What follows belongs to an exercise in optimizing a design on an open flow for small area, a short achievable clock period and few clock cycles; a production flow would make more cautious choices.
Only simulation tests tie the RTL to the original design; equivalence was not proved.
No activity file was given, so power comes from the tool's default toggle rates.

// SimpleCPU
module SimpleCPU(clk, rst, data_fromRAM, wrEn, addr_toRAM, data_toRAM);
Size in the first run: about 77 I/O pins.
export LEC_CHECK = 0
export ABC_AREA = 1
export CAP_MARGIN = 65
export CORE_MARGIN = 2
export CORE_UTILIZATION = 40
export CTS_BUF_LIST = sky130_fd_sc_hd__clkbuf_4 sky130_fd_sc_hd__clkbuf_8
export SLEW_MARGIN = 65
create_clock -name core_clock -period 11.0 [get_ports {clk}]
standard.sh (not shown) runs the stock make flow with config.mk's settings and CLKGATE_MAP_FILE= SYNTH_SCRIPT=/design/flow/synth_recipe.tcl, a recipe that flattens the netlist after the stock synthesis.
==> flow/flow/run.sh <==
#!/bin/bash
# The standard layout, with plain buffers instead of delay cells on the ports,
# and timing repair aimed at a shorter period than the clock's.
set -euo pipefail
export BUFFER_PORTS_ARGS="-buffer_cell sky130_fd_sc_hd__buf_4"
export SETUP_SLACK_MARGIN=7.7
bash standard.sh > standard.log 2>&1
The baseline finished clean.
Testbench counts at the start, summed over its fixed seeds: cycles 248,206.
Change:
--- a/flow/config.mk
+++ b/flow/config.mk
@@ -10,4 +10,6 @@
 export CORE_MARGIN = 2
 export CORE_UTILIZATION = 40
-export CTS_BUF_LIST = sky130_fd_sc_hd__clkbuf_4 sky130_fd_sc_hd__clkbuf_8
+export CTS_BUF_LIST = sky130_fd_sc_hd__clkbuf_8
+export CTS_CLUSTER_DIAMETER = 100
+export CTS_CLUSTER_SIZE = 40
 export SLEW_MARGIN = 65
The new run completed with no timing, DRC or antenna violations.
Setup slack improves by 12 ps.
Synthesized cell count is unchanged.
Via count goes down slightly.
Change:
==> flow/flow/run.sh (replaced) <==
#!/bin/bash
# The standard layout, with plain buffers instead of delay cells on the ports,
# and timing repair aimed at a shorter period than the clock's.
set -euo pipefail
export BUFFER_PORTS_ARGS="-buffer_cell sky130_fd_sc_hd__buf_2"
export SETUP_SLACK_MARGIN=7.7
bash standard.sh > standard.log 2>&1
==> flow/config.mk (replaced) <==
export PLATFORM = sky130hd
export DESIGN_NAME = SimpleCPU
export DESIGN_NICKNAME = SimpleCPU
export VERILOG_FILES = /design/flow/design.v
export SDC_FILE = /design/flow/constraint.sdc
export NUM_CORES = 4
export LEC_CHECK = 0
export ABC_AREA = 1
export CAP_MARGIN = 20
export CORE_MARGIN = 2
export CORE_UTILIZATION = 40
export SLEW_MARGIN = 20
Effect:
- The changed run produced a clean layout
- clock skew drops by 7.2 ps
- via count drops by 0.83%
- combinational power drops by about 8%
- design area drops by 1.5%
- setup slack got worse by 26 ps
- wire length drops by 1.1%
- core utilization drops by 0.72 points
- synthesized cell count stays the same
- total power climbs by about 2.5%
- synthesized area stays the same
Change:
==> flow/flow/run.sh (replaced) <==
#!/bin/bash
# The standard layout, with plain buffers instead of delay cells on the ports,
# and timing repair aimed at a shorter period than the clock's.
set -euo pipefail
export BUFFER_PORTS_ARGS="-buffer_cell sky130_fd_sc_hd__buf_4"
export SETUP_SLACK_MARGIN=7.7
bash standard.sh > standard.log 2>&1
--- a/flow/config.mk
+++ b/flow/config.mk
@@ -7,6 +7,6 @@
 export LEC_CHECK = 0
 export ABC_AREA = 1
-export CAP_MARGIN = 20
+export CAP_MARGIN = 65
 export CORE_MARGIN = 2
 export CORE_UTILIZATION = 40
-export SLEW_MARGIN = 20
+export SLEW_MARGIN = 65
Outcome: Cell count hardly moves. Worst hold slack barely changes. Non-clock buffer count increases by 3. Flip-flop and latch count does not change.

========
Another version of the RTL of SimpleCPU (not shown whole).
For scale: ~1100 cells after synthesis, roughly 140 flip-flops, about 77 I/O pins, ~8700 um2 of cells after synthesis.
Design SimpleCPU, start of the top module:
module SimpleCPU(clk, rst, data_fromRAM, wrEn, addr_toRAM, data_toRAM);
clock: 11.0 ns
lec_check: 0
abc_area: 1
cap_margin: 20
core_margin: 2
core_utilization: 40
slew_margin: 20
==> flow/flow/run.sh <==
#!/bin/bash
# The standard layout, with plain buffers instead of delay cells on the ports,
# and timing repair aimed at a shorter period than the clock's.
set -euo pipefail
export BUFFER_PORTS_ARGS="-buffer_cell sky130_fd_sc_hd__buf_2"
export SETUP_SLACK_MARGIN=7.8
bash standard.sh > standard.log 2>&1
The first run went through all stages and came out clean.
Testbench counts at the start, summed over its fixed seeds: cycles 245,510.
Next try:
--- a/flow/flow/run.sh
+++ b/flow/flow/run.sh
@@ -6 +6 @@
-export SETUP_SLACK_MARGIN=7.8
+export SETUP_SLACK_MARGIN=7.85
After rerunning: The new run finished with timing, DRC and antenna clean; design area came out higher by 1.6%; combinational power increases by about 3%; sequential share of layout area hardly moves; wire length came out higher by 1.0%; first-iteration DRC count goes up by 3.3%; setup slack improves by 0.040 ns; hold slack stays flat; final cell count came out higher by 0.33%; clock skew barely changes; area after synthesis stays the same; core utilization climbs by 0.73 points.
Next try:
--- a/flow/flow/run.sh
+++ b/flow/flow/run.sh
@@ -6 +6 @@
-export SETUP_SLACK_MARGIN=7.85
+export SETUP_SLACK_MARGIN=7.75
Result: Cell count went down by 0.40%. Area after synthesis stays the same. Via count went down by 1.4%.

========
The RTL this note starts from:
==> flow/design.v <==
module SimpleCPU(clk, rst, data_fromRAM, wrEn, addr_toRAM, data_toRAM);
input clk, rst;
input wire [31:0] data_fromRAM;
output reg wrEn;
output reg [9:0] addr_toRAM;
output reg [31:0] data_toRAM;    
localparam S_F0  = 4'd0,   
           S_F1  = 4'd1,   
           S_2   = 4'd2,   
           S_3   = 4'd3,   
           S_4   = 4'd4,   
           S_5   = 4'd5,   
           S_IT  = 4'd6,   
           S_J   = 4'd7,   
           S_BR  = 4'd8,   
           S_NFX = 4'd9,   
           S_NFL = 4'd10,  
           S_NFH = 4'd11;  
localparam OP_ADD = 4'd0, OP_ADDi = 4'd1, OP_NAND = 4'd2, OP_NANDi = 4'd3,
           OP_SRL = 4'd4, OP_SRLi = 4'd5, OP_LT = 4'd6, OP_LTi = 4'd7,
           OP_CP = 4'd8, OP_CPi = 4'd9, OP_CPI = 4'd10, OP_CPIi = 4'd11,
           OP_BZJ = 4'd12, OP_BZJi = 4'd13, OP_MUL = 4'd14, OP_MULi = 4'd15;
reg [3:0]  state;
reg        hz;           
reg [9:0]  pc;
reg [3:0]  op;
reg [9:0]  fa;           
reg [31:0] r2;           
reg [31:0] r3;           
reg        g32;          
reg        bz;           
wire [31:0] d  = data_fromRAM;
wire [31:0] r1 = data_toRAM;
wire [9:0]  pc1 = pc + 10'd1;
wire st_f1  = state == S_F1;
wire st_2   = state == S_2;
wire st_3   = state == S_3;
wire st_4   = state == S_4;
wire st_5   = state == S_5;
wire st_it  = state == S_IT;
wire st_j   = state == S_J;
wire st_br  = state == S_BR;
wire st_nfx = state == S_NFX;
wire st_nfl = state == S_NFL;
wire st_nf  = state == S_NFX || state == S_NFL || state == S_NFH;
wire op_mul  = op[3:1] == 3'b111;
wire op_alu  = ~op[3];                  
wire op_imm  = op[0];
wire op_srl  = op[3:1] == 3'b010;
wire [32:0] sum;
add32 adder (.a(r1), .b(r2), .s(sum));
wire        lt   = sum[32];
wire        srl_last = g32 | (r2[4:1] == 4'd0);
wire        srl_nz   = ~g32 & (r2[4:0] != 5'd0);
wire r3hz = (r3[31:1] == 31'd0);
wire r2lz = (r2[30:0] == 31'd0);
wire r2z  = r2lz & ~r2[31];
wire mul_last = r3hz | r2lz;
wire take = (st_f1 & ~hz) | (st_br & ~bz);
reg [3:0] state_n;
reg       nf;            
always @(*) begin
	nf = 1'b0;
	state_n = state;
	case (state)
	S_F0: state_n = S_F1;
	S_F1: state_n = hz ? S_F0 : S_2;
	S_2:  if (op == OP_CPi) begin nf = 1'b1; state_n = S_NFH; end
	      else state_n = S_3;
	S_3:  case (op)
		OP_ADDi, OP_NANDi, OP_LTi: begin nf = 1'b1; state_n = S_NFX; end
		OP_SRLi: if (srl_last) begin nf = 1'b1; state_n = S_NFX; end
		         else state_n = S_IT;
		OP_MULi: state_n = S_IT;
		OP_BZJi: state_n = S_J;
		OP_CPIi, OP_CP: begin nf = 1'b1; state_n = S_NFL; end
		default: state_n = S_4;  
	      endcase
	S_4:  case (op)
		OP_SRL: state_n = S_IT;
		OP_MUL: if (r2z) begin nf = 1'b1; state_n = S_NFH; end
		        else state_n = S_IT;
		OP_CPI: state_n = S_5;
		OP_BZJ: state_n = S_BR;
		default: begin nf = 1'b1; state_n = S_NFX; end  
	      endcase
	S_5:  begin nf = 1'b1; state_n = S_NFL; end
	S_IT: if (op[3] ? mul_last : srl_last) begin nf = 1'b1; state_n = S_NFH; end
	S_J:  state_n = S_F0;
	S_BR: state_n = bz ? S_F1 : S_2;
	S_NFX, S_NFL, S_NFH: state_n = S_F1;
	default: state_n = S_F0;
	endcase
end
wire nf_bzj = st_3 & (op == OP_BZJ);
wire pc_inc = nf | nf_bzj;
always @(posedge clk) begin
	if (rst) begin
		state <= S_F0;
		pc <= 10'd0;
		addr_toRAM <= 10'd0;
		wrEn <= 1'b0;
		hz <= 1'b0;
	end else begin
		state <= state_n;
		wrEn <= st_nf;
		hz <= st_nf & (fa == pc);
		if (pc_inc) pc <= pc1;
		else if (st_j | (st_br & bz)) pc <= sum[9:0];
		if (take) addr_toRAM <= d[23:14];
		else if (pc_inc) addr_toRAM <= pc1;
		else if (st_2) addr_toRAM <= r2[9:0];
		else if (st_4 & (op == OP_CPI)) addr_toRAM <= d[9:0];
		else if (st_4 | st_j) addr_toRAM <= sum[9:0];    
		else addr_toRAM <= fa;                            
	end
end
wire op_lt   = ~op[3] & op[2] & op[1];
wire sel_imm  = take;
wire sel_zero = (st_2 & (op_mul | op == OP_BZJ)) | ((st_nfx | st_it) & op_srl & g32);
wire sel_nd   = st_3 & op_lt;
wire sel_d    = (st_3 & ((op_alu & ~op_lt) | op == OP_BZJi)) | st_nfl;
wire sel_sum  = (st_nfx & op[2:1] == 2'b00) | (st_it & op[3] & r3[0]);
wire sel_nand = st_nfx & op[2:1] == 2'b01;
wire sel_lt   = st_nfx & op[2:1] == 2'b11;
wire sel_shr  = (st_nfx | st_it) & op_srl & srl_nz;
wire r1_en = sel_imm | sel_zero | sel_nd | sel_d | sel_sum | sel_nand | sel_lt | sel_shr;
wire [31:0] r1_n = ({32{sel_d}} & d) | ({32{sel_imm}} & {18'd0, d[13:0]}) |
                   ({32{sel_nd}} & ~d) | ({32{sel_sum}} & sum[31:0]) |
                   ({32{sel_nand}} & ~(r1 & r2)) | {31'd0, sel_lt & lt} |
                   ({32{sel_shr}} & {1'b0, r1[31:1]});
always @(posedge clk) begin
	if (take) begin
		op <= d[31:28];
		fa <= d[23:14];
	end else if (st_3 & (op == OP_CPIi))
		fa <= d[9:0];
	if (r1_en) data_toRAM <= r1_n;
	if (take)
		r2 <= {18'd0, d[13:0]};
	else if ((st_3 & (op_mul | op == OP_BZJ)) | (st_4 & op_alu))
		r2 <= d;
	else if (st_it & op[3])
		r2 <= {r2[30:0], 1'b0};
	else if (st_it & srl_nz)
		r2[4:0] <= r2[4:0] - 5'd1;
	if (take) g32 <= |d[13:5];
	else if (st_4) g32 <= |d[31:5];
	if (st_4) bz <= (d == 32'd0);
	if (st_4) r3 <= d;
	else if (st_3) r3 <= {18'd0, r2[13:0]};
	else r3 <= {1'b0, r3[31:1]};
end
endmodule
module add32(input [31:0] a, input [31:0] b, output [32:0] s);
  wire [31:0] p0 = a ^ b, g0 = a & b;
  wire [31:0] g1, p1, g2, p2, g3, p3, g4, p4, g5, p5, c;
  genvar i;
  generate for (i = 0; i < 32; i = i + 1) begin : l1
    if (i % 2 == 1) begin
      assign g1[i] = g0[i] | p0[i] & g0[i-1]; assign p1[i] = p0[i] & p0[i-1];
    end else begin
      assign g1[i] = g0[i]; assign p1[i] = p0[i];
    end
  end endgenerate
  generate for (i = 0; i < 32; i = i + 1) begin : l2
    if (i % 4 == 3) begin
      assign g2[i] = g1[i] | p1[i] & g1[i-2]; assign p2[i] = p1[i] & p1[i-2];
    end else begin
      assign g2[i] = g1[i]; assign p2[i] = p1[i];
    end
  end endgenerate
  generate for (i = 0; i < 32; i = i + 1) begin : l3
    if (i % 8 == 7) begin
      assign g3[i] = g2[i] | p2[i] & g2[i-4]; assign p3[i] = p2[i] & p2[i-4];
    end else begin
      assign g3[i] = g2[i]; assign p3[i] = p2[i];
    end
  end endgenerate
  generate for (i = 0; i < 32; i = i + 1) begin : l4
    if (i % 16 == 15) begin
      assign g4[i] = g3[i] | p3[i] & g3[i-8]; assign p4[i] = p3[i] & p3[i-8];
    end else begin
      assign g4[i] = g3[i]; assign p4[i] = p3[i];
    end
  end endgenerate
  generate for (i = 0; i < 32; i = i + 1) begin : l5
    if (i == 31) begin
      assign g5[i] = g4[i] | p4[i] & g4[i-16]; assign p5[i] = p4[i] & p4[i-16];
    end else begin
      assign g5[i] = g4[i]; assign p5[i] = p4[i];
    end
  end endgenerate
  generate for (i = 0; i < 32; i = i + 1) begin : dn
    if (i == 0 || i == 1 || i == 3 || i == 7 || i == 15 || i == 31)
      assign c[i] = g5[i];
    else if (i == 23)
      assign c[i] = g5[i] | p5[i] & c[15];
    else if (i % 8 == 7)
      assign c[i] = g5[i] | p5[i] & c[i-8];
    else if (i % 4 == 3)
      assign c[i] = g5[i] | p5[i] & c[i-4];
    else if (i % 2 == 1)
      assign c[i] = g5[i] | p5[i] & c[i-2];
    else
      assign c[i] = g0[i] | p0[i] & c[i-1];
  end endgenerate
  assign s[0] = p0[0];
  generate for (i = 1; i < 32; i = i + 1) begin : so
    assign s[i] = p0[i] ^ c[i-1];
  end endgenerate
  assign s[32] = c[31];
endmodule
Settings: LEC_CHECK=0, ABC_AREA=1, CAP_MARGIN=40, CORE_MARGIN=2, CORE_UTILIZATION=40, CTS_BUF_LIST=sky130_fd_sc_hd__clkbuf_8, SLEW_MARGIN=40; clock period 11.0 ns.
==> flow/flow/run.sh <==
#!/bin/bash
# The standard layout, with plain buffers instead of delay cells on the ports,
# and timing repair aimed at a shorter period than the clock's.
set -euo pipefail
export BUFFER_PORTS_ARGS="-buffer_cell sky130_fd_sc_hd__buf_2"
export SETUP_SLACK_MARGIN=7.7
bash standard.sh > standard.log 2>&1
The first run completed without violations.
Testbench counts at the start, summed over its fixed seeds: cycles 257,548.
Then changed:
==> flow/flow/run.sh (replaced) <==
#!/bin/bash
# The standard layout, with plain buffers instead of delay cells on the ports,
# and timing repair aimed at a shorter period than the clock's.
set -euo pipefail
export BUFFER_PORTS_ARGS="-buffer_cell sky130_fd_sc_hd__buf_4"
export SETUP_SLACK_MARGIN=7.7
bash standard.sh > standard.log 2>&1
Settings changed: CAP_MARGIN 40 to 65, CTS_BUF_LIST sky130_fd_sc_hd__clkbuf_8 to default, SLEW_MARGIN 40 to 65.
Result: Power climbs by 4.1%; die area does not change; maximum frequency barely changes; final cell count drops by 1.3%; register-to-register slack gains 0.03 ns; critical path depth does not change; via count drops by 2.4%; global-route usage stays flat; worst setup slack gains 0.0043 ns; cell area climbs by about 2%.

-- static timing again, ports no longer ideal --
No port has a modelled driver above. Below, the same layouts with a new extraction and two added sets of constraints.
Step 1: set_driving_cell puts a clkbuf_16 on clk and a buf_2 on each other input, an assumption about the parent block.
Step 2 moves the port delays by t, midway between the first and last clock arrival at a register: inputs arrive t later, outputs are due t later. That takes back most of the time a late clock gives input paths.
Slacks: ideal ports / drivers / drivers and shift; pairs: ideal ports / drivers.
run | shift t [ns] | setup WS [ns] | worst hold slack (ns) | slew at the worst register clock pin (ns)
the first run of note 1 | 0.498 | 7.700 / 7.662 / 7.297 | 0.472 / 0.472 / 0.472 | 0.09 / 0.09
the second run of note 1 | 0.492 | 7.712 / 7.674 / 7.294 | 0.472 / 0.472 / 0.472 | 0.09 / 0.09
the third run of note 1 | 0.475 | 7.686 / 7.640 / 7.355 | 0.471 / 0.471 / 0.471 | 0.06 / 0.06
the fourth run of note 1 | 0.469 | 7.686 / 7.644 / 7.309 | 0.471 / 0.471 / 0.471 | 0.07 / 0.07
the first run of note 2 | 0.485 | 7.819 / 7.771 / 7.445 | 0.477 / 0.477 / 0.477 | 0.07 / 0.07
the second run of note 2 | 0.480 | 7.859 / 7.811 / 7.442 | 0.476 / 0.476 / 0.476 | 0.07 / 0.07
the third run of note 2 | 0.481 | 7.788 / 7.741 / 7.405 | 0.477 / 0.477 / 0.477 | 0.07 / 0.07
the first run of note 3 | 0.508 | 7.669 / 7.623 / 7.495 | 0.481 / 0.481 / 0.481 | 0.10 / 0.10
the second run of note 3 | 0.490 | 7.673 / 7.622 / 7.528 | 0.470 / 0.470 / 0.470 | 0.07 / 0.07
After both steps setup and hold are still met in every run listed. For the second run of note 1, which loses most, drivers alone change the setup slack by -0.038 ns; drivers and shift together by -0.418 ns.
